What follows belongs to an exercise in optimizing a design on an open flow for small area; a production flow would make more cautious choices. The RTL was checked by simulation tests, not by an equivalence proof against the original design. Power is estimated from default activity; no workload was simulated.

==> design/flow/config.mk <==
export PLATFORM = sky130hd
export DESIGN_NAME = uart
export DESIGN_NICKNAME = uart
export VERILOG_FILES = /design/flow/design.v
export SDC_FILE = /design/flow/constraint.sdc
export NUM_CORES = 4
export LEC_CHECK = 0
export CAP_MARGIN = 20
export CORE_MARGIN = 2
export CORE_UTILIZATION = 40
export SLEW_MARGIN = 20
==> design/flow/constraint.sdc <==
create_clock -name core_clock -period 10.0 [get_ports {clk}]
set_input_delay 2.0000 -clock core_clock [delete_from_list [all_inputs] [get_ports {clk}]]
set_output_delay 2.0000 -clock core_clock [all_outputs]
set_load 0.01 [all_outputs]
==> design/flow/design.v <==
`timescale 1ns/1ps
module fifo_tx (
    input  wire       clk_fifo_tx,
    input  wire       rst,
    input  wire [7:0] data_in,
    input  wire       wr_en,
    input  wire       start_tx,
    input  wire       next_frame,
    output reg  [7:0] data_out,
    output reg        fifo_tx_status
);
    reg [7:0] mem [0:15];
    reg [3:0] wr_ptr;
    reg [3:0] rd_ptr;
    reg [4:0] count;
    wire push = wr_en && (count < 16);
    wire load = next_frame || (start_tx && !fifo_tx_status);
    wire pop  = load && (count > 0);
    always @(posedge clk_fifo_tx) begin
        if (push)
            mem[wr_ptr] <= data_in;
        if (pop)
            data_out <= mem[rd_ptr];
    end
    always @(posedge clk_fifo_tx) begin
        if (rst) begin
            wr_ptr <= 0;
            rd_ptr <= 0;
            count  <= 0;
            fifo_tx_status <= 1'b0;
        end else begin
            if (push)
                wr_ptr <= wr_ptr + 1;
            if (load) begin
                if (count > 0) begin
                    rd_ptr <= rd_ptr + 1;
                    fifo_tx_status <= 1'b1;
                end else begin
                    fifo_tx_status <= 1'b0;
                end
            end
            count <= count + push - pop;
        end
    end
endmodule
`timescale 1ns/1ps
module transmitter #(
    parameter BAUD_DIV = 100    
)(
    input  wire [7:0] pc_t,
    input  wire       clk,
    input  wire       rst,
    input  wire       fifo_status,
    output reg        tx,
    output reg        dma_txend
);
    parameter tx_idle  = 2'b00,
              tx_start = 2'b01,
              tx_data  = 2'b10,
              tx_stop  = 2'b11;
    reg [1:0] mode;
    reg [9:0] tsr;
    integer   clk_count;
    integer   index;
    reg       txrdy;
    always @(posedge clk) begin
        if (rst) begin
            mode      <= tx_idle;
            clk_count <= 0;
            index     <= 0;
            txrdy     <= 1'b1;
            tx        <= 1'b1;
            dma_txend <= 1'b0;
        end else begin
            dma_txend <= 1'b0;
            case(mode)
                tx_idle: begin
                    tx <= 1'b1;
                    if (fifo_status && txrdy) begin
                        tsr <= {1'b1, pc_t, 1'b0};  
                        mode <= tx_start;
                        txrdy <= 1'b0;
                        clk_count <= 0;
                        index <= 0;
                        dma_txend <= 1'b1;          
                    end
                end
                tx_start, tx_data, tx_stop: begin
                    tx <= tsr[index];
                    if (clk_count < BAUD_DIV-1) begin
                        clk_count <= clk_count + 1;
                    end else begin
                        clk_count <= 0;
                        index <= index + 1;
                        if (index == 9) begin
                            mode <= tx_idle;
                            txrdy <= 1'b1;
                        end else begin
                            mode <= tx_data;
                        end
                    end
                end
            endcase
        end
    end
endmodule
`timescale 1ns/1ps
module receiver #(
    parameter BAUD_DIV = 100
)(
    input  wire clk_r,
    input  wire rst,
    input  wire rx,
    output reg  dma_rxend,
    output reg [7:0] data_out
);
    parameter rx_idle     = 3'b000,
              rx_start    = 3'b001,
              rx_data     = 3'b010,
              rx_stop     = 3'b011,
              rx_transfer = 3'b100;
    reg [2:0] mode_r;
    reg [9:0] rsr;
    reg [7:0] rhr;
    integer clk_cnt;
    integer index_r;
    reg rxrdy;
    always @(posedge clk_r) begin
        if (rst) begin
            mode_r    <= rx_idle;
            clk_cnt   <= 0;
            index_r   <= 0;
            rxrdy     <= 1'b0;
            dma_rxend <= 1'b0;
        end else begin
        case(mode_r)
            rx_idle: begin
                dma_rxend <= 0;
                if (rx == 1'b0) begin
                    mode_r <= rx_start;
                    clk_cnt <= 0;
                    index_r <= 0;
                end
            end
            rx_start: begin
                if (clk_cnt == (BAUD_DIV/2)) begin
                    if (rx == 1'b0) begin
                        clk_cnt <= 0;
                        mode_r <= rx_data;
                        index_r <= 0;
                    end else
                        mode_r <= rx_idle;
                end else
                    clk_cnt <= clk_cnt + 1;
            end
            rx_data: begin
                if (clk_cnt == BAUD_DIV-1) begin
                    rsr[index_r] <= rx;
                    clk_cnt <= 0;
                    if (index_r < 7) begin
                        index_r <= index_r + 1;
                    end else begin
                        mode_r <= rx_stop;
                    end
                end else
                    clk_cnt <= clk_cnt + 1;
            end
            rx_stop: begin
                if (clk_cnt == BAUD_DIV-1) begin
                    if (rx == 1'b1) begin
                        rhr <= rsr[7:0];
                        data_out <= rsr[7:0];
                        rxrdy <= 1;
                        dma_rxend <= 1;
                        mode_r <= rx_transfer;
                    end else begin
                        mode_r <= rx_idle;
                    end
                    clk_cnt <= 0;
                end else
                    clk_cnt <= clk_cnt + 1;
            end
            rx_transfer: begin
                rxrdy <= 0;
                mode_r <= rx_idle;
            end
        endcase
        end
    end
endmodule
`timescale 1ns/1ps
module uart (
    input  wire       clk,
    input  wire       rst,
    input  wire [7:0] pc_in_t,
    input  wire       wr_en,
    input  wire       start_tx,
    output wire [7:0] pc_out_r,
    output wire       tx,
    input  wire       rx,
    output wire       rx_done
);
    wire [7:0] data;
    wire fifo_status;
    wire dma_txend;
    fifo_tx ft (
        .clk_fifo_tx(clk),
        .rst(rst),
        .data_in(pc_in_t),
        .wr_en(wr_en),
        .start_tx(start_tx),
        .next_frame(dma_txend),
        .data_out(data),
        .fifo_tx_status(fifo_status)
    );
    transmitter #(.BAUD_DIV(100)) t (
        .pc_t(data),
        .clk(clk),
        .rst(rst),
        .fifo_status(fifo_status),
        .tx(tx),
        .dma_txend(dma_txend)
    );
    receiver #(.BAUD_DIV(100)) r (
        .clk_r(clk),
        .rst(rst),
        .rx(rx),
        .dma_rxend(rx_done),
        .data_out(pc_out_r)
    );
endmodule
==> design/flow/run.sh <==
#!/bin/bash
# synth_recipe.tcl (not shown) runs the flow's synth.tcl, then flattens the netlist and writes it again
# the make line also repeats each setting of config.mk as NAME=value (left out here)
make -C /OpenROAD-flow-scripts/flow DESIGN_CONFIG=/design/flow/config.mk WORK_HOME=/design/flow/orfs CLKGATE_MAP_FILE= SYNTH_SCRIPT=/design/flow/synth_recipe.tcl finish
==> results.py <==
metrics = {
    "outcome": {
        "status": "finished clean",
    },
    "layout": {
        "layout-drive-gt1-share_pct": 9.033,
        "postLayoutCoreUtil_pct": 44.99,
        "design_area_um2": 16430,
        "final_nets": 1412,
        "multi_input_area_um2": 6436,
        "antenna_cells": 0,
        "area_growth_pct": 11.19,
        "regArea_um2": 7829,
        "n_fill_cell": 3389,
    },
    "floorplan": {
        "pin_count": 23,
        "die_h_um": 196.2,
        "coreArea_um2": 36520,
        "rows": 70,
        "die_x_um": 196.2,
        "die-area_um2": 38500,
        "initial_core_util_pct": 40.47,
    },
    "placed_design": {
        "gp_congestion": 0.7930,
        "hpwl_um": 20820,
        "dpl_cell_area_um2": 15230,
        "dp_slack_ps": 5296,
        "port_buffers": 22,
    },
    "power": {
        "p_int_mw": 2.406,
        "p_switching_mw": 0.8466,
        "p_clk_share_pct": 40.3,
        "p_comb_share_pct": 15.6,
        "cellPowerDensity_nw_per_um2": 197.9,
        "vdd_drop_max_mv": 0.1588,
        "pwr-share-seq_pct": 44.1,
        "swShare_pct": 26.03,
        "p_leak_nw": 5.432,
        "total_power_mw": 3.253,
    },
    "sta": {
        "setup_slack_ps": 5637,
        "worst_pin_slew_ps": 1132,
        "skew_ps": 26.61,
        "fmax_mhz": 229.2,
        "rsz0062_at_grt": "no",
        "fin_setup_tns_ps": 0,
        "hold_viol_final": 0,
        "final-max-slew-violation-count": 0,
        "min_period_over_period_pct": 43.63,
        "setup_viol": 0,
        "slew_headroom_pct": 23.92,
        "period_minus_slack_ps": 4363,
    },
    "grt": {
        "first_global_vias": 9909,
        "grt_antenna_before_repair": 0,
        "grt_usage_pct": 16.82,
        "grt_pass1_wl_um": 52700,
        "grt_max_degree": 53,
        "grt_overflow": 0,
    },
    "clock_tree": {
        "htree_levels": 2,
        "cts_sinks": 311,
        "clk_latency_ps": 540,
        "ctsRootBufferMaster": "clkbuf_16",
        "cts_setup_buffers": 0,
        "post_cts_resized": 0,
        "postCtsHoldBufs": 0,
        "path_clk_slew_ps": 60,
        "cts_tree": "yes",
        "cts_buffer_depth": 3,
        "cts_buffers": 36,
    },
    "critical_path": {
        "r2r-start": "r.index_r[0]",
        "slowest_stage": "nor4_4",
        "crit_chain": "inv_1 -> ha_1 -> nor3b_1 -> nand3_1 -> nor3_1 -> xnor2_1 -> or4_1 -> a221o_1 -> nor4_4 -> nand3_1 -> mux2_1",
        "critPathLaunch": "r.index_r[0]",
        "cp_max_fo": 14,
        "crit_buf_inv": 1,
        "cp-end-kind": "flop",
        "crit_arrival_ps": 4640,
        "max_stage_delay_ps": 510,
        "required_ps": 10270,
        "critical_path_depth": 11,
        "path_delay_family": "simple AND/OR/NAND/NOR gates",
        "crit_top_cell": "nand3_1",
        "ff2ff_path_depth": 11,
        "crit_path_start_kind": "flop",
        "path_class": "flop to flop",
    },
    "route": {
        "route.met2.wl_um": 14980,
        "viasPerCell": 5.662,
        "wl_met3_um": 1426,
        "drc": 0,
        "met1_length_um": 15220,
        "vias": 10611,
        "drt-total-wl_um": 32200,
        "top_layer_used": "met4",
        "first_pass_iters": 5,
        "drt-initial-drc-count": 828,
        "postRouteAntennaNets": 0,
        "drt-wirelength-per-cell_um": 17.18,
    },
    "synthesis": {
        "synth_top_cell_by_area": "edfxtp_1",
        "syn-num-nets": 1441,
        "avgSynthCellArea_um2": 10.49,
        "synth_area_um2": 14780,
        "syn_inst": 1409,
        "synth_edf_count": 160,
        "yosys_warnings": 3,
        "synth.ff_latch_count": 311,
        "synth_area_leaders": "edfxtp_1, dfxtp_1, mux4_2, nor2_1, a21oi_1",
        "synth_top_area_share_pct": 32.51,
        "ys_types": 75,
        "ys.flop_type": "edfxtp_1",
        "async_flop_share_pct": 0,
        "yosysSeqAreaShare_pct": 52.96,
    },
    "worst_hold_path": {
        "hold_path.class": "flop to flop",
        "holdPathStages": 0,
        "hp-start": "ft.data_out[5]",
    },
    "run": {
        "maxCapViolations": 0,
    },
}
[metal layers]
| layer | GRT usage [%] | vias to the layer above |
|---|---|---|
| met4 | 4.517 | 0 |
| met5 | 0 | - |
| li1 | - | 5178 |
| met2 | 27.34 | 213 |
| met3 | 2.647 | 49 |
| met1 | 23.47 | 5171 |
[synth_stat cells (14+ instances only)]
master      n
a311oi_1   23
nor3_1     31
nand3_1    59
edfxtp_1  160
dfxtp_1   151
a31oi_1    14
ha_1       18
and3_1     42
clkbuf_1   81
xnor2_1    29
inv_1      31
nand4_1    37
nor2_1    172
o21ai_0    67
nor4_1     29
xor2_1     46
or3_1      24
a21oi_1    82
nand2_1    99
mux4_2     41
[final timing paths]
path               to  slack (ps)
max          r.rsr[2]        5640
min          t.tsr[6]         410
max reg2reg  r.rsr[2]        5640
min reg2reg  t.tsr[6]         410
[metrics by stage]
step | std cells | hold WS, ps
final | 1874 | 410.1
after detailed placement | 1810 | 405.4
after floorplan | 1409 | 400.3
after global placement | 1810 | 400.9
after CTS | 1874 | 411.6
after global routing | 1874 | 418.4
[power by group through the flow]
| stage | clock, mW | sequential, mW | combinational, mW |
|---|---|---|---|
| after detailed placement | 0 | 1.46 | 0.515 |
| after floorplan | 0 | 1.45 | 0.385 |
| after global placement | 0 | 1.46 | 0.505 |
| final | 1.31 | 1.43 | 0.507 |
| after CTS | 1.35 | 1.44 | 0.516 |
| after global routing | 1.39 | 1.44 | 0.567 |
[worst register-to-register path, cell delays in order (launching register included)]
cell	delay, ps
dfxtp_1	430
inv_1	210
ha_1	300
nor3b_1	440
nand3_1	450
nor3_1	350
xnor2_1	80
or4_1	400
a221o_1	400
nor4_4	510
nand3_1	200
mux2_1	350
[cell families (layout without fill, tap and decap cells)]
group / count (synthesis) / in the layout / share of synthesized area (%)
and+or+nand+nor: 572 / 572 / 19.71
DFF: 311 / 311 / 52.96
xor gates and xnor gates: 75 / 75 / 4.445
muxes: 54 / 54 / 7.205
adders and majority gates: 19 / 19 / 1.659
AOI/OAI and AO/OA: 249 / 249 / 10.42
buffers and inverters: 129 / 126 / 3.598
[state kept, by name, summed over array words and instances, names as in the netlist, 4 cells and up]
| register | flops |
|---|---|
| ft.mem | 128 |
| t.index | 32 |
| ft.rd_ptr | 4 |
| r.data_out | 8 |
| r.index_r | 32 |
| r.rsr | 8 |
| ft.data_out | 8 |
| t.clk_count | 32 |
| t.tsr | 8 |
| ft.wr_ptr | 4 |
| r.clk_cnt | 32 |
| ft.count | 5 |
[layout by cell type (no fill, tap or decap), drive strengths merged, types with 8 or more instances in the layout]
cell           instances
and2                  10
and4                   9
a31oi                 14
buf                   10
nor4                  31
edfxtp               160
xnor2                 29
clkinv                 9
and3                  44
clkdlybuf4s50         21
mux2                   9
inv                   33
nor2                 172
mux4                  41
nand3                 59
xor2                  46
nand2                 99
a211oi                 9
nor3                  32
nand2b                 8
or3                   25
dfxtp                151
ha                    18
a311oi                23
o21ai                 68
clkbuf                46
nand4                 37
a21oi                 82
nand3b                 8
[cell type report]
cell class                 count  share of cell area, %
clock buffer                  46                  5.771
clock inverter                18                  1.431
multi-input combinational    969                  39.17
tap                          468                  3.563
timing repair buffer          31                  1.721
sequential                   311                  47.64
inverter                      31                 0.7081

[re-timing with driven ports]
Ports are ideal in the flow. The routed layout listed here was re-timed in OpenROAD. Step 1: set_driving_cell puts a clkbuf_16 on clk and a buf_2 on each other input, an assumption about the parent block. Step 2 also shifts input and output timing later by t, the mid clock arrival at the registers, as if the neighbouring blocks saw the same clock. Three values: ideal ports, drivers, drivers and shift; two values: the first two.
t, ns: 0.579
slack for setup (ns): 5.637 / 5.637 / 5.350
worst register clock-pin slew, ns: 0.06 / 0.06
pins driven straight from the clock port: 1
After both steps this run still meets setup and hold. The setup slack of this run moves by 0.000 ns with the drivers and by -0.287 ns with both steps.
